Background: an optimization exercise with open tools, aiming at small area. Do not read the settings as production practice. Only simulation tests tie the RTL to the original design; equivalence was not proved.

## flow/design.v (module list and top-level ports; edited modules follow where they fit)
// module cordic_cia: 39 lines
// module cordic_sx: 32 lines
// module cordic_tsh: 23 lines
// module cordic: 925 lines
module cordic (
	input clk,
	input rst,
	input in_valid,
	input signed [31:0] angle,
	output reg out_valid,
	output signed [31:0] cosine,
	output signed [31:0] sine,
	output signed [31:0] finalAngle
);
  // ...
==> flow/run.sh <==
#!/bin/bash
# synth_recipe.tcl (not shown) runs the flow's synth.tcl, then flattens the netlist and writes it again
# the make line also repeats each setting of config.mk as NAME=value (left out here)
make -C /OpenROAD-flow-scripts/flow DESIGN_CONFIG=/design/flow/config.mk WORK_HOME=/design/flow/orfs CLKGATE_MAP_FILE= SYNTH_SCRIPT=/design/flow/synth_recipe.tcl finish
==> flow/config.mk <==
export PLATFORM = sky130hd
export DESIGN_NAME = cordic
export DESIGN_NICKNAME = cordic
export VERILOG_FILES = /design/flow/design.v
export SDC_FILE = /design/flow/constraint.sdc
export NUM_CORES = 4
export LEC_CHECK = 0
export CAP_MARGIN = 20
export CORE_MARGIN = 2
export CORE_UTILIZATION = 40
export CTS_BUF_LIST = sky130_fd_sc_hd__clkbuf_16
export CTS_CLUSTER_DIAMETER = 150
export CTS_CLUSTER_SIZE = 25
export SLEW_MARGIN = 20
==> flow/constraint.sdc <==
create_clock -name core_clock -period 15.0 [get_ports {clk}]
set_input_delay 3.0000 -clock core_clock [delete_from_list [all_inputs] [get_ports {clk}]]
set_output_delay 3.0000 -clock core_clock [all_outputs]
set_load 0.01 [all_outputs]
==> flow_summary.json, run 1 <==
{
  "grt_use_met1_pct": 21.1,
  "reg2reg_from": "LXH_s10[3]",
  "final-max-slew-violation-count": 0,
  "synth_most_common_cell": "dfxtp_1",
  "synthCells": 8576,
  "final_common_cell": "dfxtp_1",
  "drt_iter0_markers": 2935,
  "grt_setup_unrepaired": "true",
  "busiest_layer_in_global_routing": "met2",
  "synthMuxAreaShare_pct": 2.35,
  "setup.worst_path.end_class": "flop",
  "synth_commonest_cells": "dfxtp_1 (1096), xnor2_1 (1016), inv_1 (903)",
  "status": "timing/DRC/antenna clean",
  "num-multi-input-gates": 6252,
  "yosys_register_bits": 1096,
  "synth_area_um2": 79900,
  "post_drt_wl_per_cell_um": 15.6,
  "ant_nets": 0,
  "synthDistinctLibCells": 103,
  "final.setup.tns_ns": 0,
  "avgSynthCellArea_um2": 9.32,
  "amount_of_wire_on_met3_after_detailed_routing_um": 4710,
  "timing.final.setup_violations": 0,
  "flip_flop_and_latch_area_um2": 22000,
  "critPathRequiredTime_ns": 15.60,
  "postSynth.topFlopCell": "dfxtp_1",
  "clock_tree.root_cell": "clkbuf_16",
  "synth-adder-area-share_pct": 22.7,
  "timing.fmax_mhz": 70.1,
  "worst_path_largest_cell_delay_ns": 0.54,
  "met2_usage_pct": 31.5,
  "proportion_of_cell_area_occupied_by_multi_input_gates_pct": 62.6,
  "post-route-period-util_pct": 95.1,
  "worst_slew_margin_rel_pct": 28.9,
  "area_share_clock_buf_inv_pct": 1.57,
  "num-nonclk-buffers": 229,
  "reg2regPathDepth": 78,
  "number_of_enable_type_register_cells_in_the_synthesized_netlist": 0,
  "core.rowCount": 164
}
==> run 2: changes to the inputs <==
--- a/flow/design.v
+++ b/flow/design.v
@@ -126,29 +126,29 @@
 assign cm2[0] = wx0 >= -32'sd335288171;
 assign cm2[1] = wx0 >= -32'sd86369257;
 assign cm2[2] = wx0 >= 32'sd86369257;
 assign cm2[3] = wx0 >= 32'sd335288171;
 wire [0:0] d2 = cm2[{d0, d1}];
 reg [26:0] kc0;
 always @* begin
 	case ({d0, d1, d2})
-	0: kc0 = 27'h7e7862a;
-	1: kc0 = 27'h10a8ac;
-	2: kc0 = 27'h11152a8;
-	3: kc0 = 27'h13a752a;
-	4: kc0 = 27'h6c58ad6;
-	5: kc0 = 27'h6eead58;
-	6: kc0 = 27'h7ef5754;
-	7: kc0 = 27'h1879d6;
+	0: kc0 = 27'h1879d5;
+	1: kc0 = 27'h7ef5753;
+	2: kc0 = 27'h6eead57;
+	3: kc0 = 27'h6c58ad5;
+	4: kc0 = 27'h13a7529;
+	5: kc0 = 27'h11152a7;
+	6: kc0 = 27'h10a8ab;
+	7: kc0 = 27'h7e78629;
 	default: kc0 = 27'h0;
 	endcase
 end
 wire [26:0] w3;
-cordic_cia #(27, 32) ua0 (.a(wx0[26:0]), .b(kc0), .cin(1'b0), .s(w3));
+cordic_cia #(27, 32) ua0 (.a(wx0[26:0]), .b(~kc0), .cin(1'b0), .s(w3));
 wire signed [31:0] wx3 = {{5{w3_s2[26]}}, w3_s2};
 wire [0:0] d3 = ~w3_s2[26];
 wire [1:0] cm4;
 assign cm4[0] = wx3 >= -32'sd33381289;
 assign cm4[1] = wx3 >= 32'sd33381289;
 wire [0:0] d4 = cm4[{d3}];
 wire [3:0] cm5;
 assign cm5[0] = wx3 >= -32'sd50136710;
@@ -164,37 +164,37 @@
 assign cm6[4] = wx3 >= 32'sd8239990;
 assign cm6[5] = wx3 >= 32'sd25011746;
 assign cm6[6] = wx3 >= 32'sd41750832;
 assign cm6[7] = wx3 >= 32'sd58522588;
 wire [0:0] d6 = cm6[{d3, d4, d5}];
 reg [22:0] kc3;
 always @* begin
 	case ({d3, d4, d5, d6})
-	0: kc3 = 23'h3cfa86;
-	1: kc3 = 23'h3cfd32;
-	2: kc3 = 23'h3d0fda;
-	3: kc3 = 23'h3d1286;
-	4: kc3 = 23'h3da4cc;
-	5: kc3 = 23'h3da778;
-	6: kc3 = 23'h3dba20;
-	7: kc3 = 23'h3dbccc;
-	8: kc3 = 23'h424334;
-	9: kc3 = 23'h4245e0;
-	10: kc3 = 23'h425888;
-	11: kc3 = 23'h425b34;
-	12: kc3 = 23'h42ed7a;
-	13: kc3 = 23'h42f026;
-	14: kc3 = 23'h4302ce;
-	15: kc3 = 23'h43057a;
+	0: kc3 = 23'h430579;
+	1: kc3 = 23'h4302cd;
+	2: kc3 = 23'h42f025;
+	3: kc3 = 23'h42ed79;
+	4: kc3 = 23'h425b33;
+	5: kc3 = 23'h425887;
+	6: kc3 = 23'h4245df;
+	7: kc3 = 23'h424333;
+	8: kc3 = 23'h3dbccb;
+	9: kc3 = 23'h3dba1f;
+	10: kc3 = 23'h3da777;
+	11: kc3 = 23'h3da4cb;
+	12: kc3 = 23'h3d1285;
+	13: kc3 = 23'h3d0fd9;
+	14: kc3 = 23'h3cfd31;
+	15: kc3 = 23'h3cfa85;
 	default: kc3 = 23'h0;
 	endcase
 end
 wire [22:0] w7;
-cordic_cia #(23, 32) ua3 (.a(wx3[22:0]), .b(kc3), .cin(1'b0), .s(w7));
+cordic_cia #(23, 32) ua3 (.a(wx3[22:0]), .b(~kc3), .cin(1'b0), .s(w7));
 wire signed [31:0] wx7 = {{9{w7_s3[22]}}, w7_s3};
 wire [0:0] d7 = ~w7_s3[22];
 wire [1:0] cm8;
 assign cm8[0] = wx7 >= -32'sd2097109;
 assign cm8[1] = wx7 >= 32'sd2097109;
 wire [0:0] d8 = cm8[{d7}];
 wire [3:0] cm9;
 assign cm9[0] = wx7 >= -32'sd3145679;
@@ -210,37 +210,37 @@
 assign cm10[4] = wx7 >= 32'sd524252;
 assign cm10[5] = wx7 >= 32'sd1572826;
 assign cm10[6] = wx7 >= 32'sd2621392;
 assign cm10[7] = wx7 >= 32'sd3669966;
 wire [0:0] d10 = cm10[{d7, d8, d9}];
 reg [18:0] kc7;
 always @* begin
 	case ({d7, d8, d9, d10})
-	0: kc7 = 19'h3ffcd;
-	1: kc7 = 19'h3ffcf;
-	2: kc7 = 19'h3ffcf;
-	3: kc7 = 19'h3ffd1;
-	4: kc7 = 19'h3ffd9;
-	5: kc7 = 19'h3ffdb;
-	6: kc7 = 19'h3ffdb;
-	7: kc7 = 19'h3ffdd;
-	8: kc7 = 19'h40023;
-	9: kc7 = 19'h40025;
-	10: kc7 = 19'h40025;
-	11: kc7 = 19'h40027;
-	12: kc7 = 19'h4002f;
-	13: kc7 = 19'h40031;
-	14: kc7 = 19'h40031;
-	15: kc7 = 19'h40033;
+	0: kc7 = 19'h40032;
+	1: kc7 = 19'h40030;
+	2: kc7 = 19'h40030;
+	3: kc7 = 19'h4002e;
+	4: kc7 = 19'h40026;
+	5: kc7 = 19'h40024;
+	6: kc7 = 19'h40024;
+	7: kc7 = 19'h40022;
+	8: kc7 = 19'h3ffdc;
+	9: kc7 = 19'h3ffda;
+	10: kc7 = 19'h3ffda;
+	11: kc7 = 19'h3ffd8;
+	12: kc7 = 19'h3ffd0;
+	13: kc7 = 19'h3ffce;
+	14: kc7 = 19'h3ffce;
+	15: kc7 = 19'h3ffcc;
 	default: kc7 = 19'h0;
 	endcase
 end
 wire [18:0] w11;
-cordic_cia #(19, 32) ua7 (.a(wx7[18:0]), .b(kc7), .cin(1'b0), .s(w11));
+cordic_cia #(19, 32) ua7 (.a(wx7[18:0]), .b(~kc7), .cin(1'b0), .s(w11));
 wire signed [31:0] wx11 = {{13{w11_s4[18]}}, w11_s4};
 wire [0:0] d11 = ~w11_s4[18];
 wire [1:0] cm12;
 assign cm12[0] = wx11 >= -32'sd131071;
 assign cm12[1] = wx11 >= 32'sd131071;
 wire [0:0] d12 = cm12[{d11}];
 wire [3:0] cm13;
 assign cm13[0] = wx11 >= -32'sd196606;
@@ -256,37 +256,37 @@
 assign cm14[4] = wx11 >= 32'sd32769;
 assign cm14[5] = wx11 >= 32'sd98303;
 assign cm14[6] = wx11 >= 32'sd163839;
 assign cm14[7] = wx11 >= 32'sd229373;
 wire [0:0] d14 = cm14[{d11, d12, d13}];
 reg [15:0] kc11;
 always @* begin
 	case ({d11, d12, d13, d14})
-	0: kc11 = 16'hbffc;
-	1: kc11 = 16'h3ffe;
-	2: kc11 = 16'hbffe;
-	3: kc11 = 16'h4000;
-	4: kc11 = 16'hbffe;
-	5: kc11 = 16'h4000;
-	6: kc11 = 16'hc000;
-	7: kc11 = 16'h4002;
-	8: kc11 = 16'hbffe;
-	9: kc11 = 16'h4000;
-	10: kc11 = 16'hc000;
-	11: kc11 = 16'h4002;
-	12: kc11 = 16'hc000;
-	13: kc11 = 16'h4002;
-	14: kc11 = 16'hc002;
-	15: kc11 = 16'h4004;
+	0: kc11 = 16'h4003;
+	1: kc11 = 16'hc001;
+	2: kc11 = 16'h4001;
+	3: kc11 = 16'hbfff;
+	4: kc11 = 16'h4001;
+	5: kc11 = 16'hbfff;
+	6: kc11 = 16'h3fff;
+	7: kc11 = 16'hbffd;
+	8: kc11 = 16'h4001;
+	9: kc11 = 16'hbfff;
+	10: kc11 = 16'h3fff;
+	11: kc11 = 16'hbffd;
+	12: kc11 = 16'h3fff;
+	13: kc11 = 16'hbffd;
+	14: kc11 = 16'h3ffd;
+	15: kc11 = 16'hbffb;
 	default: kc11 = 16'h0;
 	endcase
 end
 wire [15:0] w15;
-cordic_cia #(16, 32) ua11 (.a(wx11[15:0]), .b(kc11), .cin(1'b0), .s(w15));
+cordic_cia #(16, 32) ua11 (.a(wx11[15:0]), .b(~kc11), .cin(1'b0), .s(w15));
 wire signed [31:0] wx15 = {{16{w15_s5[15]}}, w15_s5};
 wire [0:0] d15 = ~w15_s5[15];
 wire [1:0] cm16;
 assign cm16[0] = wx15 >= -32'sd8191;
 assign cm16[1] = wx15 >= 32'sd8191;
 wire [0:0] d16 = cm16[{d15}];
 wire [3:0] cm17;
 assign cm17[0] = wx15 >= -32'sd12286;
@@ -302,37 +302,37 @@
 assign cm18[4] = wx15 >= 32'sd2049;
 assign cm18[5] = wx15 >= 32'sd6143;
 assign cm18[6] = wx15 >= 32'sd10239;
 assign cm18[7] = wx15 >= 32'sd14333;
 wire [0:0] d18 = cm18[{d15, d16, d17}];
 reg [11:0] kc15;
 always @* begin
 	case ({d15, d16, d17, d18})
-	0: kc15 = 12'hbfc;
-	1: kc15 = 12'h3fe;
-	2: kc15 = 12'hbfe;
-	3: kc15 = 12'h400;
-	4: kc15 = 12'hbfe;
-	5: kc15 = 12'h400;
-	6: kc15 = 12'hc00;
-	7: kc15 = 12'h402;
-	8: kc15 = 12'hbfe;
-	9: kc15 = 12'h400;
-	10: kc15 = 12'hc00;
-	11: kc15 = 12'h402;
-	12: kc15 = 12'hc00;
-	13: kc15 = 12'h402;
-	14: kc15 = 12'hc02;
-	15: kc15 = 12'h404;
+	0: kc15 = 12'h403;
+	1: kc15 = 12'hc01;
+	2: kc15 = 12'h401;
+	3: kc15 = 12'hbff;
+	4: kc15 = 12'h401;
+	5: kc15 = 12'hbff;
+	6: kc15 = 12'h3ff;
+	7: kc15 = 12'hbfd;
+	8: kc15 = 12'h401;
+	9: kc15 = 12'hbff;
+	10: kc15 = 12'h3ff;
+	11: kc15 = 12'hbfd;
+	12: kc15 = 12'h3ff;
+	13: kc15 = 12'hbfd;
+	14: kc15 = 12'h3fd;
+	15: kc15 = 12'hbfb;
 	default: kc15 = 12'h0;
 	endcase
 end
 wire [11:0] w19;
-cordic_cia #(12, 32) ua15 (.a(wx15[11:0]), .b(kc15), .cin(1'b0), .s(w19));
+cordic_cia #(12, 32) ua15 (.a(wx15[11:0]), .b(~kc15), .cin(1'b0), .s(w19));
 wire signed [31:0] wx19 = {{20{w19_s6[11]}}, w19_s6};
 wire [0:0] d19 = ~w19_s6[11];
 wire [1:0] cm20;
 assign cm20[0] = wx19 >= -32'sd511;
 assign cm20[1] = wx19 >= 32'sd511;
 wire [0:0] d20 = cm20[{d19}];
 wire [3:0] cm21;
 assign cm21[0] = wx19 >= -32'sd766;
@@ -348,37 +348,37 @@
 assign cm22[4] = wx19 >= 32'sd129;
 assign cm22[5] = wx19 >= 32'sd383;
 assign cm22[6] = wx19 >= 32'sd639;
 assign cm22[7] = wx19 >= 32'sd893;
 wire [0:0] d22 = cm22[{d19, d20, d21}];
 reg [7:0] kc19;
 always @* begin
 	case ({d19, d20, d21, d22})
-	0: kc19 = 8'hbc;
-	1: kc19 = 8'h3e;
-	2: kc19 = 8'hbe;
-	3: kc19 = 8'h40;
-	4: kc19 = 8'hbe;
-	5: kc19 = 8'h40;
-	6: kc19 = 8'hc0;
-	7: kc19 = 8'h42;
-	8: kc19 = 8'hbe;
-	9: kc19 = 8'h40;
-	10: kc19 = 8'hc0;
-	11: kc19 = 8'h42;
-	12: kc19 = 8'hc0;
-	13: kc19 = 8'h42;
-	14: kc19 = 8'hc2;
-	15: kc19 = 8'h44;
+	0: kc19 = 8'h43;
+	1: kc19 = 8'hc1;
+	2: kc19 = 8'h41;
+	3: kc19 = 8'hbf;
+	4: kc19 = 8'h41;
+	5: kc19 = 8'hbf;
+	6: kc19 = 8'h3f;
+	7: kc19 = 8'hbd;
+	8: kc19 = 8'h41;
+	9: kc19 = 8'hbf;
+	10: kc19 = 8'h3f;
+	11: kc19 = 8'hbd;
+	12: kc19 = 8'h3f;
+	13: kc19 = 8'hbd;
+	14: kc19 = 8'h3d;
+	15: kc19 = 8'hbb;
 	default: kc19 = 8'h0;
 	endcase
 end
 wire [7:0] w23;
-cordic_cia #(8, 32) ua19 (.a(wx19[7:0]), .b(kc19), .cin(1'b0), .s(w23));
+cordic_cia #(8, 32) ua19 (.a(wx19[7:0]), .b(~kc19), .cin(1'b0), .s(w23));
 wire signed [31:0] wx23 = {{24{w23_s7[7]}}, w23_s7};
 wire [0:0] d23 = ~w23_s7[7];
 wire [1:0] cm24;
 assign cm24[0] = wx23 >= -32'sd31;
 assign cm24[1] = wx23 >= 32'sd31;
 wire [0:0] d24 = cm24[{d23}];
 wire [3:0] cm25;
 assign cm25[0] = wx23 >= -32'sd46;
@@ -394,37 +394,37 @@
 assign cm26[4] = wx23 >= 32'sd9;
 assign cm26[5] = wx23 >= 32'sd23;
 assign cm26[6] = wx23 >= 32'sd39;
 assign cm26[7] = wx23 >= 32'sd53;
 wire [0:0] d26 = cm26[{d23, d24, d25}];
 reg [5:0] kc23;
 always @* begin
 	case ({d23, d24, d25, d26})
-	0: kc23 = 6'h38;
-	1: kc23 = 6'h32;
-	2: kc23 = 6'h2a;
-	3: kc23 = 6'h24;
-	4: kc23 = 6'h1a;
-	5: kc23 = 6'h14;
-	6: kc23 = 6'hc;
-	7: kc23 = 6'h6;
-	8: kc23 = 6'h3a;
-	9: kc23 = 6'h34;
-	10: kc23 = 6'h2c;
-	11: kc23 = 6'h26;
-	12: kc23 = 6'h1c;
-	13: kc23 = 6'h16;
-	14: kc23 = 6'he;
-	15: kc23 = 6'h8;
+	0: kc23 = 6'h7;
+	1: kc23 = 6'hd;
+	2: kc23 = 6'h15;
+	3: kc23 = 6'h1b;
+	4: kc23 = 6'h25;
+	5: kc23 = 6'h2b;
+	6: kc23 = 6'h33;
+	7: kc23 = 6'h39;
+	8: kc23 = 6'h5;
+	9: kc23 = 6'hb;
+	10: kc23 = 6'h13;
+	11: kc23 = 6'h19;
+	12: kc23 = 6'h23;
+	13: kc23 = 6'h29;
+	14: kc23 = 6'h31;
+	15: kc23 = 6'h37;
 	default: kc23 = 6'h0;
 	endcase
 end
 wire [5:0] w27;
-cordic_cia #(6, 32) ua23 (.a(wx23[5:0]), .b(kc23), .cin(1'b0), .s(w27));
+cordic_cia #(6, 32) ua23 (.a(wx23[5:0]), .b(~kc23), .cin(1'b0), .s(w27));
 wire signed [31:0] wx27 = {{26{w27_s8[5]}}, w27_s8};
 wire [0:0] d27 = ~w27_s8[5];
 wire [1:0] cm28;
 assign cm28[0] = wx27 >= -32'sd2;
 assign cm28[1] = wx27 >= 32'sd2;
 wire [0:0] d28 = cm28[{d27}];
 wire [3:0] cm29;
 assign cm29[0] = wx27 >= -32'sd3;
@@ -440,37 +440,37 @@
 assign cm30[4] = wx27 >= 32'sd1;
 assign cm30[5] = wx27 >= 32'sd1;
 assign cm30[6] = wx27 >= 32'sd3;
 assign cm30[7] = wx27 >= 32'sd3;
 wire [0:0] d30 = cm30[{d27, d28, d29}];
 reg [5:0] kc27;
 always @* begin
 	case ({d27, d28, d29, d30})
-	0: kc27 = 6'h3;
-	1: kc27 = 6'h3;
-	2: kc27 = 6'h3;
-	3: kc27 = 6'h3;
-	4: kc27 = 6'h1;
-	5: kc27 = 6'h1;
-	6: kc27 = 6'h1;
-	7: kc27 = 6'h1;
-	8: kc27 = 6'h3f;
-	9: kc27 = 6'h3f;
-	10: kc27 = 6'h3f;
-	11: kc27 = 6'h3f;
-	12: kc27 = 6'h3d;
-	13: kc27 = 6'h3d;
-	14: kc27 = 6'h3d;
-	15: kc27 = 6'h3d;
+	0: kc27 = 6'h3c;
+	1: kc27 = 6'h3c;
+	2: kc27 = 6'h3c;
+	3: kc27 = 6'h3c;
+	4: kc27 = 6'h3e;
+	5: kc27 = 6'h3e;
+	6: kc27 = 6'h3e;
+	7: kc27 = 6'h3e;
+	8: kc27 = 6'h0;
+	9: kc27 = 6'h0;
+	10: kc27 = 6'h0;
+	11: kc27 = 6'h0;
+	12: kc27 = 6'h2;
+	13: kc27 = 6'h2;
+	14: kc27 = 6'h2;
+	15: kc27 = 6'h2;
 	default: kc27 = 6'h0;
 	endcase
 end
 wire [5:0] w31;
-cordic_cia #(6, 32) ua27 (.a(wx27[5:0]), .b(kc27), .cin(1'b0), .s(w31));
+cordic_cia #(6, 32) ua27 (.a(wx27[5:0]), .b(~kc27), .cin(1'b0), .s(w31));
 wire [5:0] nw31 = ~w31_s9;
 wire [30:0] fin;
 cordic_cia #(31, 32) ufin (.a(a_s9), .b({{25{nw31[5]}}, nw31}), .cin(1'b0), .s(fin));
 reg [28:0] xF, yF;
 always @* begin
 	case ({q_s3, d0_s3, d1_s3, d2_s3})
 	0: begin xF = 29'h10361fdd; yF = 29'h0136e9db; end
 	1: begin xF = 29'h12a3f393; yF = 29'h088064ff; end
@@ -505,260 +505,316 @@
 	30: begin xF = 29'h177f9b00; yF = 29'h0d5c0c6d; end
 	31: begin xF = 29'h1ec91624; yF = 29'h0fc9e025; end
 	default: begin xF = 29'h0; yF = 29'h0; end
 	endcase
 end
 wire [0:0] nd3 = ~d3_s3;
 wire [28:0] x4;
 wire [28:0] y4;
-cordic_sx #(29, 25, 8) ux3 (.a(xF), .b({1'b0, yF[27:3]} ^ {26{nd3}}), .sgn(yF[28] ^ nd3), .cin(nd3), .s(x4));
+wire [28:0] qx4;
+cordic_sx #(29, 25, 8) ux3 (.a(~xF), .b({1'b0, yF[27:3]} ^ {26{d3_s3}}), .sgn(yF[28] ^ d3_s3), .cin(d3_s3), .s(qx4));
+assign x4 = ~qx4;
 cordic_sx #(29, 25, 8) uy3 (.a(yF), .b({1'b0, xF[27:3]} ^ {26{d3_s3}}), .sgn(xF[28] ^ d3_s3), .cin(d3_s3), .s(y4));
 wire [0:0] nd4 = ~d4_s3;
 wire [28:0] x5;
 wire [28:0] y5;
-cordic_sx #(29, 24, 8) ux4 (.a(x4), .b({1'b0, y4[27:4]} ^ {25{nd4}}), .sgn(y4[28] ^ nd4), .cin(nd4), .s(x5));
+wire [28:0] qx5;
+cordic_sx #(29, 24, 8) ux4 (.a(~x4), .b({1'b0, y4[27:4]} ^ {25{d4_s3}}), .sgn(y4[28] ^ d4_s3), .cin(d4_s3), .s(qx5));
+assign x5 = ~qx5;
 cordic_sx #(29, 24, 8) uy4 (.a(y4), .b({1'b0, x4[27:4]} ^ {25{d4_s3}}), .sgn(x4[28] ^ d4_s3), .cin(d4_s3), .s(y5));
 wire [0:0] nd5 = ~d5_s3;
 wire [28:0] x6;
 wire [28:0] y6;
-cordic_sx #(29, 23, 8) ux5 (.a(x5), .b({1'b0, y5[27:5]} ^ {24{nd5}}), .sgn(y5[28] ^ nd5), .cin(nd5), .s(x6));
+wire [28:0] qx6;
+cordic_sx #(29, 23, 8) ux5 (.a(~x5), .b({1'b0, y5[27:5]} ^ {24{d5_s3}}), .sgn(y5[28] ^ d5_s3), .cin(d5_s3), .s(qx6));
+assign x6 = ~qx6;
 cordic_sx #(29, 23, 8) uy5 (.a(y5), .b({1'b0, x5[27:5]} ^ {24{d5_s3}}), .sgn(x5[28] ^ d5_s3), .cin(d5_s3), .s(y6));
 wire [0:0] nd6 = ~d6_s4;
 wire [28:0] x7;
 wire [28:0] y7;
-cordic_sx #(29, 22, 6) ux6 (.a(x6_s4), .b({1'b0, y6_s4[27:6]} ^ {23{nd6}}), .sgn(y6_s4[28] ^ nd6), .cin(nd6), .s(x7));
+wire [28:0] qx7;
+cordic_sx #(29, 22, 6) ux6 (.a(~x6_s4), .b({1'b0, y6_s4[27:6]} ^ {23{d6_s4}}), .sgn(y6_s4[28] ^ d6_s4), .cin(d6_s4), .s(qx7));
+assign x7 = ~qx7;
 cordic_sx #(29, 22, 6) uy6 (.a(y6_s4), .b({1'b0, x6_s4[27:6]} ^ {23{d6_s4}}), .sgn(x6_s4[28] ^ d6_s4), .cin(d6_s4), .s(y7));
 wire [0:0] nd7 = ~d7_s4;
 wire [28:0] x8;
 wire [28:0] y8;
-cordic_sx #(29, 21, 6) ux7 (.a(x7), .b({1'b0, y7[27:7]} ^ {22{nd7}}), .sgn(y7[28] ^ nd7), .cin(nd7), .s(x8));
+wire [28:0] qx8;
+cordic_sx #(29, 21, 6) ux7 (.a(~x7), .b({1'b0, y7[27:7]} ^ {22{d7_s4}}), .sgn(y7[28] ^ d7_s4), .cin(d7_s4), .s(qx8));
+assign x8 = ~qx8;
 cordic_sx #(29, 21, 6) uy7 (.a(y7), .b({1'b0, x7[27:7]} ^ {22{d7_s4}}), .sgn(x7[28] ^ d7_s4), .cin(d7_s4), .s(y8));
 wire [0:0] nd8 = ~d8_s4;
 wire [28:0] x9;
 wire [28:0] y9;
-cordic_sx #(29, 20, 6) ux8 (.a(x8), .b({1'b0, y8[27:8]} ^ {21{nd8}}), .sgn(y8[28] ^ nd8), .cin(nd8), .s(x9));
+wire [28:0] qx9;
+cordic_sx #(29, 20, 6) ux8 (.a(~x8), .b({1'b0, y8[27:8]} ^ {21{d8_s4}}), .sgn(y8[28] ^ d8_s4), .cin(d8_s4), .s(qx9));
+assign x9 = ~qx9;
 cordic_sx #(29, 20, 6) uy8 (.a(y8), .b({1'b0, x8[27:8]} ^ {21{d8_s4}}), .sgn(x8[28] ^ d8_s4), .cin(d8_s4), .s(y9));
 wire [0:0] nd9 = ~d9_s5;
 wire [28:0] x10;
 wire [28:0] y10;
-cordic_sx #(29, 19, 5) ux9 (.a(x9_s5), .b({1'b0, y9_s5[27:9]} ^ {20{nd9}}), .sgn(y9_s5[28] ^ nd9), .cin(nd9), .s(x10));
+wire [28:0] qx10;
+cordic_sx #(29, 19, 5) ux9 (.a(~x9_s5), .b({1'b0, y9_s5[27:9]} ^ {20{d9_s5}}), .sgn(y9_s5[28] ^ d9_s5), .cin(d9_s5), .s(qx10));
+assign x10 = ~qx10;
 cordic_sx #(29, 19, 5) uy9 (.a(y9_s5), .b({1'b0, x9_s5[27:9]} ^ {20{d9_s5}}), .sgn(x9_s5[28] ^ d9_s5), .cin(d9_s5), .s(y10));
 wire [0:0] nd10 = ~d10_s5;
 wire [28:0] x11;
 wire [28:0] y11;
-cordic_sx #(29, 18, 5) ux10 (.a(x10), .b({1'b0, y10[27:10]} ^ {19{nd10}}), .sgn(y10[28] ^ nd10), .cin(nd10), .s(x11));
+wire [28:0] qx11;
+cordic_sx #(29, 18, 5) ux10 (.a(~x10), .b({1'b0, y10[27:10]} ^ {19{d10_s5}}), .sgn(y10[28] ^ d10_s5), .cin(d10_s5), .s(qx11));
+assign x11 = ~qx11;
 cordic_sx #(29, 18, 5) uy10 (.a(y10), .b({1'b0, x10[27:10]} ^ {19{d10_s5}}), .sgn(x10[28] ^ d10_s5), .cin(d10_s5), .s(y11));
 wire [0:0] nd11 = ~d11_s5;
 wire [28:0] x12;
 wire [28:0] y12;
-cordic_sx #(29, 17, 5) ux11 (.a(x11), .b({1'b0, y11[27:11]} ^ {18{nd11}}), .sgn(y11[28] ^ nd11), .cin(nd11), .s(x12));
+wire [28:0] qx12;
+cordic_sx #(29, 17, 5) ux11 (.a(~x11), .b({1'b0, y11[27:11]} ^ {18{d11_s5}}), .sgn(y11[28] ^ d11_s5), .cin(d11_s5), .s(qx12));
+assign x12 = ~qx12;
 cordic_sx #(29, 17, 5) uy11 (.a(y11), .b({1'b0, x11[27:11]} ^ {18{d11_s5}}), .sgn(x11[28] ^ d11_s5), .cin(d11_s5), .s(y12));
 wire [0:0] nd12 = ~d12_s6;
 wire [29:0] x13;
 wire [29:0] y13;
-cordic_sx #(30, 16, 4) ux12 (.a({x12_s6[28], x12_s6}), .b({1'b0, y12_s6[27:12]} ^ {17{nd12}}), .sgn(y12_s6[28] ^ nd12), .cin(nd12), .s(x13));
+wire [29:0] qx13;
+cordic_sx #(30, 16, 4) ux12 (.a(~{x12_s6[28], x12_s6}), .b({1'b0, y12_s6[27:12]} ^ {17{d12_s6}}), .sgn(y12_s6[28] ^ d12_s6), .cin(d12_s6), .s(qx13));
+assign x13 = ~qx13;
 cordic_sx #(30, 16, 4) uy12 (.a({y12_s6[28], y12_s6}), .b({1'b0, x12_s6[27:12]} ^ {17{d12_s6}}), .sgn(x12_s6[28] ^ d12_s6), .cin(d12_s6), .s(y13));
 wire [0:0] nd13 = ~d13_s6;
 wire [29:0] x14;
 wire [29:0] y14;
-cordic_sx #(30, 16, 4) ux13 (.a(x13), .b({1'b0, y13[28:13]} ^ {17{nd13}}), .sgn(y13[29] ^ nd13), .cin(nd13), .s(x14));
+wire [29:0] qx14;
+cordic_sx #(30, 16, 4) ux13 (.a(~x13), .b({1'b0, y13[28:13]} ^ {17{d13_s6}}), .sgn(y13[29] ^ d13_s6), .cin(d13_s6), .s(qx14));
+assign x14 = ~qx14;
 cordic_sx #(30, 16, 4) uy13 (.a(y13), .b({1'b0, x13[28:13]} ^ {17{d13_s6}}), .sgn(x13[29] ^ d13_s6), .cin(d13_s6), .s(y14));
 wire [0:0] nd14 = ~d14_s6;
 wire [29:0] x15;
 wire [29:0] y15;
-cordic_sx #(30, 15, 4) ux14 (.a(x14), .b({1'b0, y14[28:14]} ^ {16{nd14}}), .sgn(y14[29] ^ nd14), .cin(nd14), .s(x15));
+wire [29:0] qx15;
+cordic_sx #(30, 15, 4) ux14 (.a(~x14), .b({1'b0, y14[28:14]} ^ {16{d14_s6}}), .sgn(y14[29] ^ d14_s6), .cin(d14_s6), .s(qx15));
+assign x15 = ~qx15;
 cordic_sx #(30, 15, 4) uy14 (.a(y14), .b({1'b0, x14[28:14]} ^ {16{d14_s6}}), .sgn(x14[29] ^ d14_s6), .cin(d14_s6), .s(y15));
 wire [14:0] XH = x15[29:15];
 wire [14:0] YH = y15[29:15];
 wire [16:0] lx15 = {2'b00, x15[14:0]};
 wire [16:0] ly15 = {2'b00, y15[14:0]};
 wire [0:0] nd15 = ~d15_s7;
 wire [14:0] tx15;
 wire [14:0] ty15;
 cordic_tsh #(15, 0) utx15 (.h(XH_s7), .inc(~lx15_s7[16] & lx15_s7[15]), .dec(lx15_s7[16] & lx15_s7[15]), .t(tx15));
 cordic_tsh #(15, 0) uty15 (.h(YH_s7), .inc(~ly15_s7[16] & ly15_s7[15]), .dec(ly15_s7[16] & ly15_s7[15]), .t(ty15));
 wire [16:0] lx16;
 wire [16:0] ly16;
-cordic_sx #(17, 14, 5) ulx15 (.a(lx15_s7), .b({1'b0, ty15[13:0]} ^ {15{nd15}}), .sgn(ty15[14] ^ nd15), .cin(nd15), .s(lx16));
+wire [16:0] qlx16;
+cordic_sx #(17, 14, 5) ulx15 (.a(~lx15_s7), .b({1'b0, ty15[13:0]} ^ {15{d15_s7}}), .sgn(ty15[14] ^ d15_s7), .cin(d15_s7), .s(qlx16));
+assign lx16 = ~qlx16;
 cordic_sx #(17, 14, 5) uly15 (.a(ly15_s7), .b({1'b0, tx15[13:0]} ^ {15{d15_s7}}), .sgn(tx15[14] ^ d15_s7), .cin(d15_s7), .s(ly16));
 wire [0:0] nd16 = ~d16_s7;
 wire [13:0] tx16;
 wire [13:0] ty16;
 cordic_tsh #(15, 1) utx16 (.h(XH_s7), .inc(~lx16[16] & lx16[15]), .dec(lx16[16] & lx16[15]), .t(tx16));
 cordic_tsh #(15, 1) uty16 (.h(YH_s7), .inc(~ly16[16] & ly16[15]), .dec(ly16[16] & ly16[15]), .t(ty16));
 wire [16:0] lx17;
 wire [16:0] ly17;
-cordic_sx #(17, 13, 5) ulx16 (.a(lx16), .b({1'b0, ty16[12:0]} ^ {14{nd16}}), .sgn(ty16[13] ^ nd16), .cin(nd16), .s(lx17));
+wire [16:0] qlx17;
+cordic_sx #(17, 13, 5) ulx16 (.a(~lx16), .b({1'b0, ty16[12:0]} ^ {14{d16_s7}}), .sgn(ty16[13] ^ d16_s7), .cin(d16_s7), .s(qlx17));
+assign lx17 = ~qlx17;
 cordic_sx #(17, 13, 5) uly16 (.a(ly16), .b({1'b0, tx16[12:0]} ^ {14{d16_s7}}), .sgn(tx16[13] ^ d16_s7), .cin(d16_s7), .s(ly17));
 wire [0:0] nd17 = ~d17_s7;
 wire [12:0] tx17;
 wire [12:0] ty17;
 cordic_tsh #(15, 2) utx17 (.h(XH_s7), .inc(~lx17[16] & lx17[15]), .dec(lx17[16] & lx17[15]), .t(tx17));
 cordic_tsh #(15, 2) uty17 (.h(YH_s7), .inc(~ly17[16] & ly17[15]), .dec(ly17[16] & ly17[15]), .t(ty17));
 wire [16:0] lx18;
 wire [16:0] ly18;
-cordic_sx #(17, 12, 5) ulx17 (.a(lx17), .b({1'b0, ty17[11:0]} ^ {13{nd17}}), .sgn(ty17[12] ^ nd17), .cin(nd17), .s(lx18));
+wire [16:0] qlx18;
+cordic_sx #(17, 12, 5) ulx17 (.a(~lx17), .b({1'b0, ty17[11:0]} ^ {13{d17_s7}}), .sgn(ty17[12] ^ d17_s7), .cin(d17_s7), .s(qlx18));
+assign lx18 = ~qlx18;
 cordic_sx #(17, 12, 5) uly17 (.a(ly17), .b({1'b0, tx17[11:0]} ^ {13{d17_s7}}), .sgn(tx17[12] ^ d17_s7), .cin(d17_s7), .s(ly18));
 wire [0:0] nd18 = ~d18_s8;
 wire [11:0] tx18;
 wire [11:0] ty18;
 cordic_tsh #(15, 3) utx18 (.h(XH_s8), .inc(~lx18_s8[16] & lx18_s8[15]), .dec(lx18_s8[16] & lx18_s8[15]), .t(tx18));
 cordic_tsh #(15, 3) uty18 (.h(YH_s8), .inc(~ly18_s8[16] & ly18_s8[15]), .dec(ly18_s8[16] & ly18_s8[15]), .t(ty18));
 wire [16:0] lx19;
 wire [16:0] ly19;
-cordic_sx #(17, 11, 5) ulx18 (.a(lx18_s8), .b({1'b0, ty18[10:0]} ^ {12{nd18}}), .sgn(ty18[11] ^ nd18), .cin(nd18), .s(lx19));
+wire [16:0] qlx19;
+cordic_sx #(17, 11, 5) ulx18 (.a(~lx18_s8), .b({1'b0, ty18[10:0]} ^ {12{d18_s8}}), .sgn(ty18[11] ^ d18_s8), .cin(d18_s8), .s(qlx19));
+assign lx19 = ~qlx19;
 cordic_sx #(17, 11, 5) uly18 (.a(ly18_s8), .b({1'b0, tx18[10:0]} ^ {12{d18_s8}}), .sgn(tx18[11] ^ d18_s8), .cin(d18_s8), .s(ly19));
 wire [0:0] nd19 = ~d19_s8;
 wire [10:0] tx19;
 wire [10:0] ty19;
 cordic_tsh #(15, 4) utx19 (.h(XH_s8), .inc(~lx19[16] & lx19[15]), .dec(lx19[16] & lx19[15]), .t(tx19));
 cordic_tsh #(15, 4) uty19 (.h(YH_s8), .inc(~ly19[16] & ly19[15]), .dec(ly19[16] & ly19[15]), .t(ty19));
 wire [16:0] lx20;
 wire [16:0] ly20;
-cordic_sx #(17, 10, 5) ulx19 (.a(lx19), .b({1'b0, ty19[9:0]} ^ {11{nd19}}), .sgn(ty19[10] ^ nd19), .cin(nd19), .s(lx20));
+wire [16:0] qlx20;
+cordic_sx #(17, 10, 5) ulx19 (.a(~lx19), .b({1'b0, ty19[9:0]} ^ {11{d19_s8}}), .sgn(ty19[10] ^ d19_s8), .cin(d19_s8), .s(qlx20));
+assign lx20 = ~qlx20;
 cordic_sx #(17, 10, 5) uly19 (.a(ly19), .b({1'b0, tx19[9:0]} ^ {11{d19_s8}}), .sgn(tx19[10] ^ d19_s8), .cin(d19_s8), .s(ly20));
 wire [0:0] nd20 = ~d20_s8;
 wire [9:0] tx20;
 wire [9:0] ty20;
 cordic_tsh #(15, 5) utx20 (.h(XH_s8), .inc(~lx20[16] & lx20[15]), .dec(lx20[16] & lx20[15]), .t(tx20));
 cordic_tsh #(15, 5) uty20 (.h(YH_s8), .inc(~ly20[16] & ly20[15]), .dec(ly20[16] & ly20[15]), .t(ty20));
 wire [16:0] lx21;
 wire [16:0] ly21;
-cordic_sx #(17, 9, 5) ulx20 (.a(lx20), .b({1'b0, ty20[8:0]} ^ {10{nd20}}), .sgn(ty20[9] ^ nd20), .cin(nd20), .s(lx21));
+wire [16:0] qlx21;
+cordic_sx #(17, 9, 5) ulx20 (.a(~lx20), .b({1'b0, ty20[8:0]} ^ {10{d20_s8}}), .sgn(ty20[9] ^ d20_s8), .cin(d20_s8), .s(qlx21));
+assign lx21 = ~qlx21;
 cordic_sx #(17, 9, 5) uly20 (.a(ly20), .b({1'b0, tx20[8:0]} ^ {10{d20_s8}}), .sgn(tx20[9] ^ d20_s8), .cin(d20_s8), .s(ly21));
 wire [0:0] nd21 = ~d21_s9;
 wire [8:0] tx21;
 wire [8:0] ty21;
 cordic_tsh #(15, 6) utx21 (.h(XH_s9), .inc(~lx21_s9[16] & lx21_s9[15]), .dec(lx21_s9[16] & lx21_s9[15]), .t(tx21));
 cordic_tsh #(15, 6) uty21 (.h(YH_s9), .inc(~ly21_s9[16] & ly21_s9[15]), .dec(ly21_s9[16] & ly21_s9[15]), .t(ty21));
 wire [16:0] lx22;
 wire [16:0] ly22;
-cordic_sx #(17, 8, 6) ulx21 (.a(lx21_s9), .b({1'b0, ty21[7:0]} ^ {9{nd21}}), .sgn(ty21[8] ^ nd21), .cin(nd21), .s(lx22));
+wire [16:0] qlx22;
+cordic_sx #(17, 8, 6) ulx21 (.a(~lx21_s9), .b({1'b0, ty21[7:0]} ^ {9{d21_s9}}), .sgn(ty21[8] ^ d21_s9), .cin(d21_s9), .s(qlx22));
+assign lx22 = ~qlx22;
 cordic_sx #(17, 8, 6) uly21 (.a(ly21_s9), .b({1'b0, tx21[7:0]} ^ {9{d21_s9}}), .sgn(tx21[8] ^ d21_s9), .cin(d21_s9), .s(ly22));
 wire [8:0] LXH = lx22[16:8];
 wire [8:0] LYH = ly22[16:8];
 wire [9:0] mx22 = {2'b00, lx22[7:0]};
 wire [9:0] my22 = {2'b00, ly22[7:0]};
 wire [0:0] nd22 = ~d22_s9;
 wire [1:0] kx22;
 wire [1:0] ky22;
 cordic_tsh #(9, 7) ukx22 (.h(LXH), .inc(~mx22[9] & mx22[8]), .dec(mx22[9] & mx22[8]), .t(kx22));
 cordic_tsh #(9, 7) uky22 (.h(LYH), .inc(~my22[9] & my22[8]), .dec(my22[9] & my22[8]), .t(ky22));
 wire [7:0] tx22;
 wire [7:0] ty22;
 cordic_tsh #(15, 7) utx22 (.h(XH_s9), .inc(~kx22[1] & kx22[0]), .dec(kx22[1] & kx22[0]), .t(tx22));
 cordic_tsh #(15, 7) uty22 (.h(YH_s9), .inc(~ky22[1] & ky22[0]), .dec(ky22[1] & ky22[0]), .t(ty22));
 wire [9:0] mx23;
 wire [9:0] my23;
-cordic_sx #(10, 7, 6) ulx22 (.a(mx22), .b({1'b0, ty22[6:0]} ^ {8{nd22}}), .sgn(ty22[7] ^ nd22), .cin(nd22), .s(mx23));
+wire [9:0] qmx23;
+cordic_sx #(10, 7, 6) ulx22 (.a(~mx22), .b({1'b0, ty22[6:0]} ^ {8{d22_s9}}), .sgn(ty22[7] ^ d22_s9), .cin(d22_s9), .s(qmx23));
+assign mx23 = ~qmx23;
 cordic_sx #(10, 7, 6) uly22 (.a(my22), .b({1'b0, tx22[6:0]} ^ {8{d22_s9}}), .sgn(tx22[7] ^ d22_s9), .cin(d22_s9), .s(my23));
 wire [0:0] nd23 = ~d23_s9;
 wire [1:0] kx23;
 wire [1:0] ky23;
 cordic_tsh #(9, 7) ukx23 (.h(LXH), .inc(~mx23[9] & mx23[8]), .dec(mx23[9] & mx23[8]), .t(kx23));
 cordic_tsh #(9, 7) uky23 (.h(LYH), .inc(~my23[9] & my23[8]), .dec(my23[9] & my23[8]), .t(ky23));
 wire [6:0] tx23;
 wire [6:0] ty23;
 cordic_tsh #(15, 8) utx23 (.h(XH_s9), .inc(~kx23[1] & kx23[0]), .dec(kx23[1] & kx23[0]), .t(tx23));
 cordic_tsh #(15, 8) uty23 (.h(YH_s9), .inc(~ky23[1] & ky23[0]), .dec(ky23[1] & ky23[0]), .t(ty23));
 wire [9:0] mx24;
 wire [9:0] my24;
-cordic_sx #(10, 6, 6) ulx23 (.a(mx23), .b({1'b0, ty23[5:0]} ^ {7{nd23}}), .sgn(ty23[6] ^ nd23), .cin(nd23), .s(mx24));
+wire [9:0] qmx24;
+cordic_sx #(10, 6, 6) ulx23 (.a(~mx23), .b({1'b0, ty23[5:0]} ^ {7{d23_s9}}), .sgn(ty23[6] ^ d23_s9), .cin(d23_s9), .s(qmx24));
+assign mx24 = ~qmx24;
 cordic_sx #(10, 6, 6) uly23 (.a(my23), .b({1'b0, tx23[5:0]} ^ {7{d23_s9}}), .sgn(tx23[6] ^ d23_s9), .cin(d23_s9), .s(my24));
 wire [0:0] nd24 = ~d24_s10;
 wire [1:0] kx24;
 wire [1:0] ky24;
 cordic_tsh #(9, 7) ukx24 (.h(LXH_s10), .inc(~mx24_s10[9] & mx24_s10[8]), .dec(mx24_s10[9] & mx24_s10[8]), .t(kx24));
 cordic_tsh #(9, 7) uky24 (.h(LYH_s10), .inc(~my24_s10[9] & my24_s10[8]), .dec(my24_s10[9] & my24_s10[8]), .t(ky24));
 wire [5:0] tx24;
 wire [5:0] ty24;
 cordic_tsh #(15, 9) utx24 (.h(XH_s10), .inc(~kx24[1] & kx24[0]), .dec(kx24[1] & kx24[0]), .t(tx24));
 cordic_tsh #(15, 9) uty24 (.h(YH_s10), .inc(~ky24[1] & ky24[0]), .dec(ky24[1] & ky24[0]), .t(ty24));
 wire [9:0] mx25;
 wire [9:0] my25;
-cordic_sx #(10, 5, 4) ulx24 (.a(mx24_s10), .b({1'b0, ty24[4:0]} ^ {6{nd24}}), .sgn(ty24[5] ^ nd24), .cin(nd24), .s(mx25));
+wire [9:0] qmx25;
+cordic_sx #(10, 5, 4) ulx24 (.a(~mx24_s10), .b({1'b0, ty24[4:0]} ^ {6{d24_s10}}), .sgn(ty24[5] ^ d24_s10), .cin(d24_s10), .s(qmx25));
+assign mx25 = ~qmx25;
 cordic_sx #(10, 5, 4) uly24 (.a(my24_s10), .b({1'b0, tx24[4:0]} ^ {6{d24_s10}}), .sgn(tx24[5] ^ d24_s10), .cin(d24_s10), .s(my25));
 wire [0:0] nd25 = ~d25_s10;
 wire [1:0] kx25;
 wire [1:0] ky25;
 cordic_tsh #(9, 7) ukx25 (.h(LXH_s10), .inc(~mx25[9] & mx25[8]), .dec(mx25[9] & mx25[8]), .t(kx25));
 cordic_tsh #(9, 7) uky25 (.h(LYH_s10), .inc(~my25[9] & my25[8]), .dec(my25[9] & my25[8]), .t(ky25));
 wire [4:0] tx25;
 wire [4:0] ty25;
 cordic_tsh #(15, 10) utx25 (.h(XH_s10), .inc(~kx25[1] & kx25[0]), .dec(kx25[1] & kx25[0]), .t(tx25));
 cordic_tsh #(15, 10) uty25 (.h(YH_s10), .inc(~ky25[1] & ky25[0]), .dec(ky25[1] & ky25[0]), .t(ty25));
 wire [9:0] mx26;
 wire [9:0] my26;
-cordic_sx #(10, 4, 4) ulx25 (.a(mx25), .b({1'b0, ty25[3:0]} ^ {5{nd25}}), .sgn(ty25[4] ^ nd25), .cin(nd25), .s(mx26));
+wire [9:0] qmx26;
+cordic_sx #(10, 4, 4) ulx25 (.a(~mx25), .b({1'b0, ty25[3:0]} ^ {5{d25_s10}}), .sgn(ty25[4] ^ d25_s10), .cin(d25_s10), .s(qmx26));
+assign mx26 = ~qmx26;
 cordic_sx #(10, 4, 4) uly25 (.a(my25), .b({1'b0, tx25[3:0]} ^ {5{d25_s10}}), .sgn(tx25[4] ^ d25_s10), .cin(d25_s10), .s(my26));
 wire [0:0] nd26 = ~d26_s10;
 wire [1:0] kx26;
 wire [1:0] ky26;
 cordic_tsh #(9, 7) ukx26 (.h(LXH_s10), .inc(~mx26[9] & mx26[8]), .dec(mx26[9] & mx26[8]), .t(kx26));
 cordic_tsh #(9, 7) uky26 (.h(LYH_s10), .inc(~my26[9] & my26[8]), .dec(my26[9] & my26[8]), .t(ky26));
 wire [3:0] tx26;
 wire [3:0] ty26;
 cordic_tsh #(15, 11) utx26 (.h(XH_s10), .inc(~kx26[1] & kx26[0]), .dec(kx26[1] & kx26[0]), .t(tx26));
 cordic_tsh #(15, 11) uty26 (.h(YH_s10), .inc(~ky26[1] & ky26[0]), .dec(ky26[1] & ky26[0]), .t(ty26));
 wire [9:0] mx27;
 wire [9:0] my27;
-cordic_sx #(10, 3, 4) ulx26 (.a(mx26), .b({1'b0, ty26[2:0]} ^ {4{nd26}}), .sgn(ty26[3] ^ nd26), .cin(nd26), .s(mx27));
+wire [9:0] qmx27;
+cordic_sx #(10, 3, 4) ulx26 (.a(~mx26), .b({1'b0, ty26[2:0]} ^ {4{d26_s10}}), .sgn(ty26[3] ^ d26_s10), .cin(d26_s10), .s(qmx27));
+assign mx27 = ~qmx27;
 cordic_sx #(10, 3, 4) uly26 (.a(my26), .b({1'b0, tx26[2:0]} ^ {4{d26_s10}}), .sgn(tx26[3] ^ d26_s10), .cin(d26_s10), .s(my27));
 wire [0:0] nd27 = ~d27_s10;
 wire [1:0] kx27;
 wire [1:0] ky27;
 cordic_tsh #(9, 7) ukx27 (.h(LXH_s10), .inc(~mx27[9] & mx27[8]), .dec(mx27[9] & mx27[8]), .t(kx27));
 cordic_tsh #(9, 7) uky27 (.h(LYH_s10), .inc(~my27[9] & my27[8]), .dec(my27[9] & my27[8]), .t(ky27));
 wire [2:0] tx27;
 wire [2:0] ty27;
 cordic_tsh #(15, 12) utx27 (.h(XH_s10), .inc(~kx27[1] & kx27[0]), .dec(kx27[1] & kx27[0]), .t(tx27));
 cordic_tsh #(15, 12) uty27 (.h(YH_s10), .inc(~ky27[1] & ky27[0]), .dec(ky27[1] & ky27[0]), .t(ty27));
 wire [9:0] mx28;
 wire [9:0] my28;
-cordic_sx #(10, 2, 4) ulx27 (.a(mx27), .b({1'b0, ty27[1:0]} ^ {3{nd27}}), .sgn(ty27[2] ^ nd27), .cin(nd27), .s(mx28));
+wire [9:0] qmx28;
+cordic_sx #(10, 2, 4) ulx27 (.a(~mx27), .b({1'b0, ty27[1:0]} ^ {3{d27_s10}}), .sgn(ty27[2] ^ d27_s10), .cin(d27_s10), .s(qmx28));
+assign mx28 = ~qmx28;
 cordic_sx #(10, 2, 4) uly27 (.a(my27), .b({1'b0, tx27[1:0]} ^ {3{d27_s10}}), .sgn(tx27[2] ^ d27_s10), .cin(d27_s10), .s(my28));
 wire [0:0] nd28 = ~d28_s11;
 wire [1:0] kx28;
 wire [1:0] ky28;
 cordic_tsh #(9, 7) ukx28 (.h(LXH_s11), .inc(~mx28_s11[9] & mx28_s11[8]), .dec(mx28_s11[9] & mx28_s11[8]), .t(kx28));
 cordic_tsh #(9, 7) uky28 (.h(LYH_s11), .inc(~my28_s11[9] & my28_s11[8]), .dec(my28_s11[9] & my28_s11[8]), .t(ky28));
 wire [1:0] tx28;
 wire [1:0] ty28;
 cordic_tsh #(15, 13) utx28 (.h(XH_s11), .inc(~kx28[1] & kx28[0]), .dec(kx28[1] & kx28[0]), .t(tx28));
 cordic_tsh #(15, 13) uty28 (.h(YH_s11), .inc(~ky28[1] & ky28[0]), .dec(ky28[1] & ky28[0]), .t(ty28));
 wire [9:0] mx29;
 wire [9:0] my29;
-cordic_sx #(10, 1, 8) ulx28 (.a(mx28_s11), .b({1'b0, ty28[0:0]} ^ {2{nd28}}), .sgn(ty28[1] ^ nd28), .cin(nd28), .s(mx29));
+wire [9:0] qmx29;
+cordic_sx #(10, 1, 8) ulx28 (.a(~mx28_s11), .b({1'b0, ty28[0:0]} ^ {2{d28_s11}}), .sgn(ty28[1] ^ d28_s11), .cin(d28_s11), .s(qmx29));
+assign mx29 = ~qmx29;
 cordic_sx #(10, 1, 8) uly28 (.a(my28_s11), .b({1'b0, tx28[0:0]} ^ {2{d28_s11}}), .sgn(tx28[1] ^ d28_s11), .cin(d28_s11), .s(my29));
 wire [0:0] nd29 = ~d29_s11;
 wire [1:0] kx29;
 wire [1:0] ky29;
 cordic_tsh #(9, 7) ukx29 (.h(LXH_s11), .inc(~mx29[9] & mx29[8]), .dec(mx29[9] & mx29[8]), .t(kx29));
 cordic_tsh #(9, 7) uky29 (.h(LYH_s11), .inc(~my29[9] & my29[8]), .dec(my29[9] & my29[8]), .t(ky29));
 wire [0:0] tx29;
 wire [0:0] ty29;
 cordic_tsh #(15, 14) utx29 (.h(XH_s11), .inc(~kx29[1] & kx29[0]), .dec(kx29[1] & kx29[0]), .t(tx29));
 cordic_tsh #(15, 14) uty29 (.h(YH_s11), .inc(~ky29[1] & ky29[0]), .dec(ky29[1] & ky29[0]), .t(ty29));
 wire [9:0] mx30;
 wire [9:0] my30;
-cordic_sx #(10, 0, 8) ulx29 (.a(mx29), .b(1'b0 ^ {1{nd29}}), .sgn(ty29[0] ^ nd29), .cin(nd29), .s(mx30));
+wire [9:0] qmx30;
+cordic_sx #(10, 0, 8) ulx29 (.a(~mx29), .b(1'b0 ^ {1{d29_s11}}), .sgn(ty29[0] ^ d29_s11), .cin(d29_s11), .s(qmx30));
+assign mx30 = ~qmx30;
 cordic_sx #(10, 0, 8) uly29 (.a(my29), .b(1'b0 ^ {1{d29_s11}}), .sgn(tx29[0] ^ d29_s11), .cin(d29_s11), .s(my30));
 wire [0:0] nd30 = ~d30_s11;
 wire [1:0] kx30;
 wire [1:0] ky30;
 cordic_tsh #(9, 7) ukx30 (.h(LXH_s11), .inc(~mx30[9] & mx30[8]), .dec(mx30[9] & mx30[8]), .t(kx30));
 cordic_tsh #(9, 7) uky30 (.h(LYH_s11), .inc(~my30[9] & my30[8]), .dec(my30[9] & my30[8]), .t(ky30));
 wire [0:0] tx30;
 wire [0:0] ty30;
 cordic_tsh #(15, 14) utx30 (.h(XH_s11), .inc(~kx30[1] & kx30[0]), .dec(kx30[1] & kx30[0]), .t(tx30));
 cordic_tsh #(15, 14) uty30 (.h(YH_s11), .inc(~ky30[1] & ky30[0]), .dec(ky30[1] & ky30[0]), .t(ty30));
 wire [9:0] mx31;
 wire [9:0] my31;
-cordic_sx #(10, 0, 8) ulx30 (.a(mx30), .b(1'b0 ^ {1{nd30}}), .sgn(ty30[0] ^ nd30), .cin(nd30), .s(mx31));
+wire [9:0] qmx31;
+cordic_sx #(10, 0, 8) ulx30 (.a(~mx30), .b(1'b0 ^ {1{d30_s11}}), .sgn(ty30[0] ^ d30_s11), .cin(d30_s11), .s(qmx31));
+assign mx31 = ~qmx31;
 cordic_sx #(10, 0, 8) uly30 (.a(my30), .b(1'b0 ^ {1{d30_s11}}), .sgn(tx30[0] ^ d30_s11), .cin(d30_s11), .s(my31));
 wire [8:0] GXR;
 wire [8:0] GYR;
 cordic_tsh #(9, 0) ugx (.h(LXH_s11), .inc(~mx31[9] & mx31[8]), .dec(mx31[9] & mx31[8]), .t(GXR));
 cordic_tsh #(9, 0) ugy (.h(LYH_s11), .inc(~my31[9] & my31[8]), .dec(my31[9] & my31[8]), .t(GYR));
 wire [16:0] lx31 = {GXR, mx31[7:0]};
 wire [16:0] ly31 = {GYR, my31[7:0]};
 wire [14:0] XR;
==> flow/config.mk (replaced) <==
export PLATFORM = sky130hd
export DESIGN_NAME = cordic
export DESIGN_NICKNAME = cordic
export VERILOG_FILES = /design/flow/design.v
export SDC_FILE = /design/flow/constraint.sdc
export NUM_CORES = 4
export LEC_CHECK = 0
export CAP_MARGIN = 20
export CORE_MARGIN = 2
export CORE_UTILIZATION = 60
export CTS_BUF_LIST = sky130_fd_sc_hd__clkbuf_16
export CTS_CLUSTER_DIAMETER = 150
export CTS_CLUSTER_SIZE = 25
export SLEW_MARGIN = 20
==> flow_summary.json, run 2 <==
{
  "worst_clock_skew_ns": 0.0680,
  "cts_buffer_depth": 3,
  "ctsHtreeMaxLevel": 2,
  "timing_worst_slew_pin_value_ns": 1.03,
  "post-route-period-util_pct": 95.4,
  "first_global_vias": 54600,
  "final-max-slew-violation-count": 0,
  "reg2regPathDepth": 68,
  "fp.dieH_um": 367,
  "crit_top_cell": "nor2_1",
  "timing.fmax_mhz": 69.9,
  "synthCells": 8437,
  "finalNetCount": 9480,
  "final_layout_size_suffix_gt1_share_pct": 4.34,
  "global_route_wire_length_before_repair_um": 291000,
  "synth.top_cells.by_area": "dfxtp_1 (28%), fa_1 (17%), xnor2_1 (11%), xor2_1 (8.2%), ha_1 (5.4%)",
  "synthDistinctLibCells": 111,
  "finalNonFillerCells": 10200,
  "fin_crit_ns": 14.31,
  "gpl.final_weighted_congestion": 0.909,
  "tritoncts": "built",
  "synth_most_common_cell": "dfxtp_1",
  "crit-reg2reg-capture": "mx28_s11[9]",
  "io_pins": 132,
  "timing_hold_violations_final": 0,
  "cts_inserted_buffers": 50,
  "placedCellCount": 10100,
  "layout_common_cells": "dfxtp_1 (1078), xnor2_1 (988), inv_1 (753)",
  "antenna_found_initial": 4,
  "drt_iter0_markers": 3535,
  "seq_area_frac_synth_pct": 27.7,
  "routed-via-count": 55900,
  "core.rowCount": 133,
  "via_per_inst": 5.49,
  "critical_path.startpoint_type": "flop",
  "timing.reg2reg.setup_slack_ns": 0.95,
  "whs_path_depth": 0,
  "critPathMaxFanout": 13,
  "ant_nets": 0,
  "netlist.top_cell.by_area": "dfxtp_1",
  "route.detailed.drc": 0,
  "die_w_um": 367,
  "numClockSinks": 1096,
  "reg2reg_from": "LXH_s10[3]",
  "finalWirelength_um": 179000,
  "number_of_enable_type_register_cells_in_the_synthesized_netlist": 0,
  "post_drt_wl_per_cell_um": 17.6,
  "initial_core_util_pct": 60.3,
  "globalRouteTotalUtil_pct": 26.4,
  "clk_latency_ns": 0.73,
  "min_delay_worst_endpoint": "d21_s8",
  "worst_slew_margin_rel_pct": 30.5,
  "worst_path_largest_cell_delay_ns": 0.86,
  "area.growth.synth_to_final_pct": 6.00,
  "ys_async_sr_fraction_pct": 0,
  "clock_tree.root_cell": "clkbuf_16",
  "min_path_type": "reg2reg",
  "synth_area_um2": 79200,
  "postSynth.topFlopCell": "dfxtp_1",
  "setup.worst_path.end_class": "primary output",
  "grt_max_degree": 53,
  "yosys_register_bits": 1096,
  "num_antenna_cells": 0,
  "final_common_cell": "dfxtp_1",
  "status": "timing/DRC/antenna clean",
  "dpl.hpwl_um": 147000,
  "post-synth-top-area-fraction_pct": 27.7,
  "synth_commonest_cells": "dfxtp_1 (1096), xnor2_1 (1000), inv_1 (753)",
  "hold_path_startpoint": "d21_s7",
  "cts_hold_buffers_added": 0,
  "path_clk_slew_ns": 0.09,
  "cp_slowest_cell": "a211oi_1",
  "grt_overflow_total": 0,
  "port_buffers": 129,
  "flip_flop_and_latch_area_um2": 22000,
  "n_fill_cell": 11100,
  "die_area_um2": 135000,
  "synth.net_count": 9503,
  "timing.final.setup_violations": 0,
  "detail_route.first_pass.iterations": 5,
  "avgSynthCellArea_um2": 9.39,
  "yosysWarnings": 1,
  "multiInputGateArea_um2": 53500,
  "design.core.area_um2": 131000,
  "setup.worst_path.class": "reg2out",
  "critPathRequiredTime_ns": 12.00,
  "drv.max_cap_violation_count": 0,
  "worst_path_arrival_time_ns": 11.31,
  "final_core_utilization_pct": 64.0
}
## run 2: cell types whose count changed after synthesis, sizes merged, moves of 11 or more
| cell | before | now |
|---|---|---|
| a21oi | 241 | 254 |
| o21ai | 303 | 289 |
| and2 | 36 | 50 |
| o221ai | 34 | 11 |
| buf | 87 | 74 |
| xnor2 | 1020 | 1003 |
| and3b | 22 | 10 |
| nand4 | 83 | 57 |
| nand2b | 101 | 124 |
| or2 | 63 | 51 |
| nor2 | 478 | 539 |
| inv | 903 | 754 |
| o22ai | 50 | 39 |
| nand2 | 574 | 586 |
## run 2: layout make-up
cell class	instances	share of cell area [%]
Clock buffer	50	1.49
Timing Repair Buffer	228	2.42
Multi-Input combinational cell	6280	63.8
Tap cell	1755	2.62
Clock inverter	6	0.164
Sequential cell	1096	26.2
Inverter	758	3.39
## run 2: layer usage
metal  track usage, %  wire length, um  vias up
li1                 -                -    27500
met1             38.9            86000    27100
met2             42.9            82600     1139
met3             2.60             8070      139
met4             4.25             2390        2
met5                0               19        -
## run 2: worst max path at each step
stage | slack, ns | startpoint | endpoint | cells after the start
after floorplan | 1.88 | LYH_s10[5] | my28_s11[9] | 74
after global placement | 0.56 | lx18_s8[16] | ly21_s9[16] | 58
after detailed placement | 0.43 | LXH_s10[3] | mx28_s11[9] | 67
after CTS | 0.32 | LXH_s10[3] | mx28_s11[9] | 67
after global routing | -0.09 | LYH_s10[5] | my28_s11[8] | 76
final | 0.69 | YH_s11[0] | cosine[19] | 27
## run 2: kinds of logic after synthesis
group / share of synthesized area, %
muxes: 2.34
DFF: 27.7
other: 0.00473
xor gates and xnor gates: 19.4
AOI/OAI and AO/OA: 8.26
adders and majority gates: 22.9
buffers and inverters: 5.11
and+or+nand+nor: 14.4
## run 2: metrics by stage
step           area (um2)  worst slack, ns  hold slack (ns)  TNS (ns)
6_report            84000            0.693            0.300         0
4_1_cts             83600            0.316            0.281         0
5_1_grt             84000          -0.0949            0.315    -0.175
3_3_place_gp        82200            0.561            0.310         0
2_1_floorplan       79200             1.88            0.310         0
3_5_place_dp        82200            0.431            0.312         0
## run 2: timing repair
item                                    in CTS  in global routing
resized for setup                            0                 74
setup buffers                                0                 11
endpoints found under the setup margin       0                 46
## run 2: worst max-delay path: cells and delay by family, from the launching register on
| family | cells | cell delay, ns |
|---|---|---|
| AOI/OAI and AO/OA | 7 | 3.15 |
| muxes | 2 | 0.62 |
| DFF | 1 | 0.60 |
| and+or+nand+nor | 12 | 3.83 |
| adders and majority gates | 1 | 0.30 |
| xor gates and xnor gates | 4 | 1.51 |
| buffers and inverters | 1 | 0.61 |
==> run 3: changes to the inputs <==
--- a/flow/config.mk
+++ b/flow/config.mk
@@ -7,7 +7,7 @@
 export LEC_CHECK = 0
 export CAP_MARGIN = 20
 export CORE_MARGIN = 2
-export CORE_UTILIZATION = 60
+export CORE_UTILIZATION = 40
 export CTS_BUF_LIST = sky130_fd_sc_hd__clkbuf_16
 export CTS_CLUSTER_DIAMETER = 150
 export CTS_CLUSTER_SIZE = 25
==> flow_summary.json, run 3 <==
{
  "layout_common_cells": "dfxtp_1 (1080), xnor2_1 (989), inv_1 (753)",
  "worst_slew_margin_rel_pct": 24.8,
  "synthCells": 8437,
  "numClockSinks": 1096,
  "area.growth.synth_to_final_pct": 7.24,
  "final_core_utilization_pct": 43.1,
  "core.rowCount": 163,
  "synth_most_common_cell": "dfxtp_1",
  "setup.worst_path.end_class": "primary output",
  "dpl.hpwl_um": 147000,
  "design.core.area_um2": 197000,
  "cts_hold_buffers_added": 0,
  "post-route-period-util_pct": 94.2,
  "io_pins": 132,
  "seq_area_frac_synth_pct": 27.7,
  "cts_buffer_depth": 3,
  "grt_setup_unrepaired": "true",
  "cp_slowest_cell": "or4_1",
  "gpl.final_weighted_congestion": 0.873,
  "grt_max_degree": 53,
  "tritoncts": "built",
  "worst_path_largest_cell_delay_ns": 0.69,
  "fin_crit_ns": 14.14,
  "synth_commonest_cells": "dfxtp_1 (1096), xnor2_1 (1000), inv_1 (753)",
  "final_layout_size_suffix_gt1_share_pct": 3.97,
  "min_path_type": "reg2reg",
  "crit_top_cell": "mux2i_1",
  "worst_clock_skew_ns": 0.0609,
  "dpl-instance-area_um2": 83200,
  "route.detailed.drc": 0,
  "design_area_um2": 84900,
  "post-synth-top-area-fraction_pct": 27.7,
  "finalNonFillerCells": 11100,
  "timing_worst_slew_pin_value_ns": 1.12,
  "flip_flop_and_latch_area_um2": 22000,
  "n_fill_cell": 19200,
  "detail_route.first_pass.iterations": 9,
  "antenna_found_initial": 4,
  "globalRouteTotalUtil_pct": 17.5,
  "critPathMaxFanout": 14,
  "setup.worst_path.class": "reg2out",
  "final-max-slew-violation-count": 0,
  "placedCellCount": 11000,
  "finalNetCount": 9470,
  "critical_path.startpoint_type": "flop",
  "synth_area_um2": 79200,
  "final_common_cell": "dfxtp_1",
  "via_per_inst": 5.00,
  "timing.final.setup_violations": 0,
  "ctsHtreeMaxLevel": 2,
  "yosys_register_bits": 1096,
  "port_buffers": 129,
  "post_drt_wl_per_cell_um": 16.2,
  "fp.dieH_um": 449,
  "drt_iter0_markers": 3226,
  "critical_path_buf_inv_count": 1,
  "multiInputGateArea_um2": 53500,
  "die_w_um": 449,
  "routed-via-count": 55200,
  "global_route_wire_length_before_repair_um": 293000,
  "initial_core_util_pct": 40.2,
  "avgSynthCellArea_um2": 9.39,
  "ant_nets": 0,
  "grt_overflow_total": 0,
  "postSynth.topFlopCell": "dfxtp_1",
  "netlist.top_cell.by_area": "dfxtp_1",
  "timing.fmax_mhz": 70.7,
  "worst_path_arrival_time_ns": 11.14,
  "clk_latency_ns": 0.70,
  "finalWirelength_um": 179000,
  "ys_async_sr_fraction_pct": 0,
  "yosysWarnings": 1,
  "number_of_enable_type_register_cells_in_the_synthesized_netlist": 0,
  "synthDistinctLibCells": 111,
  "path_clk_slew_ns": 0.10,
  "clock_tree.root_cell": "clkbuf_16",
  "cts_inserted_buffers": 50,
  "die_area_um2": 202000,
  "timing_hold_violations_final": 0,
  "synth.top_cells.by_area": "dfxtp_1 (28%), fa_1 (17%), xnor2_1 (11%), xor2_1 (8.2%), ha_1 (5.4%)",
  "status": "timing/DRC/antenna clean",
  "drv.max_cap_violation_count": 0,
  "synth.net_count": 9503,
  "first_global_vias": 55600,
  "critPathTopFamily": "simple AND/OR/NAND/NOR gates",
  "critPathRequiredTime_ns": 12.00
}
-- run 3: cell types whose count changed in the layout (fill, tap and decap cells not counted), moves of 6 or more --
cell    delta
fa_2       -8
nor2_1     +6
nor2_2     -6
fa_1       +8
buf_4     -10
-- run 3: what timing repair did --
action                     4_1_cts  5_1_grt
resized for setup                0       53
setup buffers                    0        8
setup endpoints to repair        0       42
-- run 3: stage by stage --
stage	worst slack [ns]	hold WS, ns	TNS [ns]
5_1_grt	-0.0790	0.300	-0.0790
6_report	0.864	0.291	0
4_1_cts	0.368	0.288	0
3_3_place_gp	0.556	0.310	0
2_1_floorplan	1.88	0.310	0
3_5_place_dp	0.452	0.312	0
-- run 3: cells by family after synthesis --
| kind of cell | after synthesis | share of synthesized area [%] |
|---|---|---|
| compound gates | 1023 | 8.26 |
| xor+xnor | 1746 | 19.4 |
| fa+ha+maj | 1035 | 22.9 |
| buf+inv | 1061 | 5.11 |
| flops | 1096 | 27.7 |
| mux | 176 | 2.34 |
| other cells | 1 | 0.00473 |
| simple gates | 2299 | 14.4 |
-- run 3: worst paths after layout --
check        slack [ns]  startpoint  depth (start not counted)          end
max                0.86  LXH_s11[3]                         28   cosine[29]
min                0.29      d19_s7                          0       d19_s8
max reg2reg        0.95  LXH_s10[3]                         69  mx28_s11[9]
min reg2reg        0.29      d19_s7                          0       d19_s8
-- run 3: layout make-up --
cell class,instances,area share (%)
sequential,1096,25.9
multi-input combinational,6280,63.0
inverter,758,3.35
timing repair buffer,218,2.31
antenna,2,0.00589
tap,2640,3.89
clock inverter,7,0.168
clock buffer,50,1.47
-- run 3: layer usage --
metal	up-vias	wire length (um)	global-route usage (%)
li1	27500	-	-
met1	26700	82500	23.5
met2	885	88300	31.0
met3	161	5080	1.29
met4	0	2970	3.34
met5	-	0	0

==> afterwards: timing with drivers on the ports <==
How much do the figures lean on ideal ports? The routed layouts below were timed once more, with nothing changed but the port constraints.
Step 1 assumes that a clkbuf_16 drives the clock port and a buf_2 every other input.
Step 2 times the ports against the registers' clock, not the clock port: input delays grow and output delays shrink by t, the midpoint of the rising clock arrivals with the driver on.
Three values: ideal, step 1, step 2; two values: the first two.
| run | shift t [ns] | setup WS [ns] | worst data-port slew with drivers (ns) | cell pins on the clock port's net |
|---|---|---|---|---|
| run 1 | 0.762 | 0.739 / 0.739 / 0.739 | 0.04 | 1 |
| run 2 | 0.774 | 0.693 / 0.612 / 0.947 | 0.05 | 1 |
| run 3 | 0.754 | 0.864 / 0.784 / 0.948 | 0.05 | 1 |
After both steps every run listed still meets setup and hold.
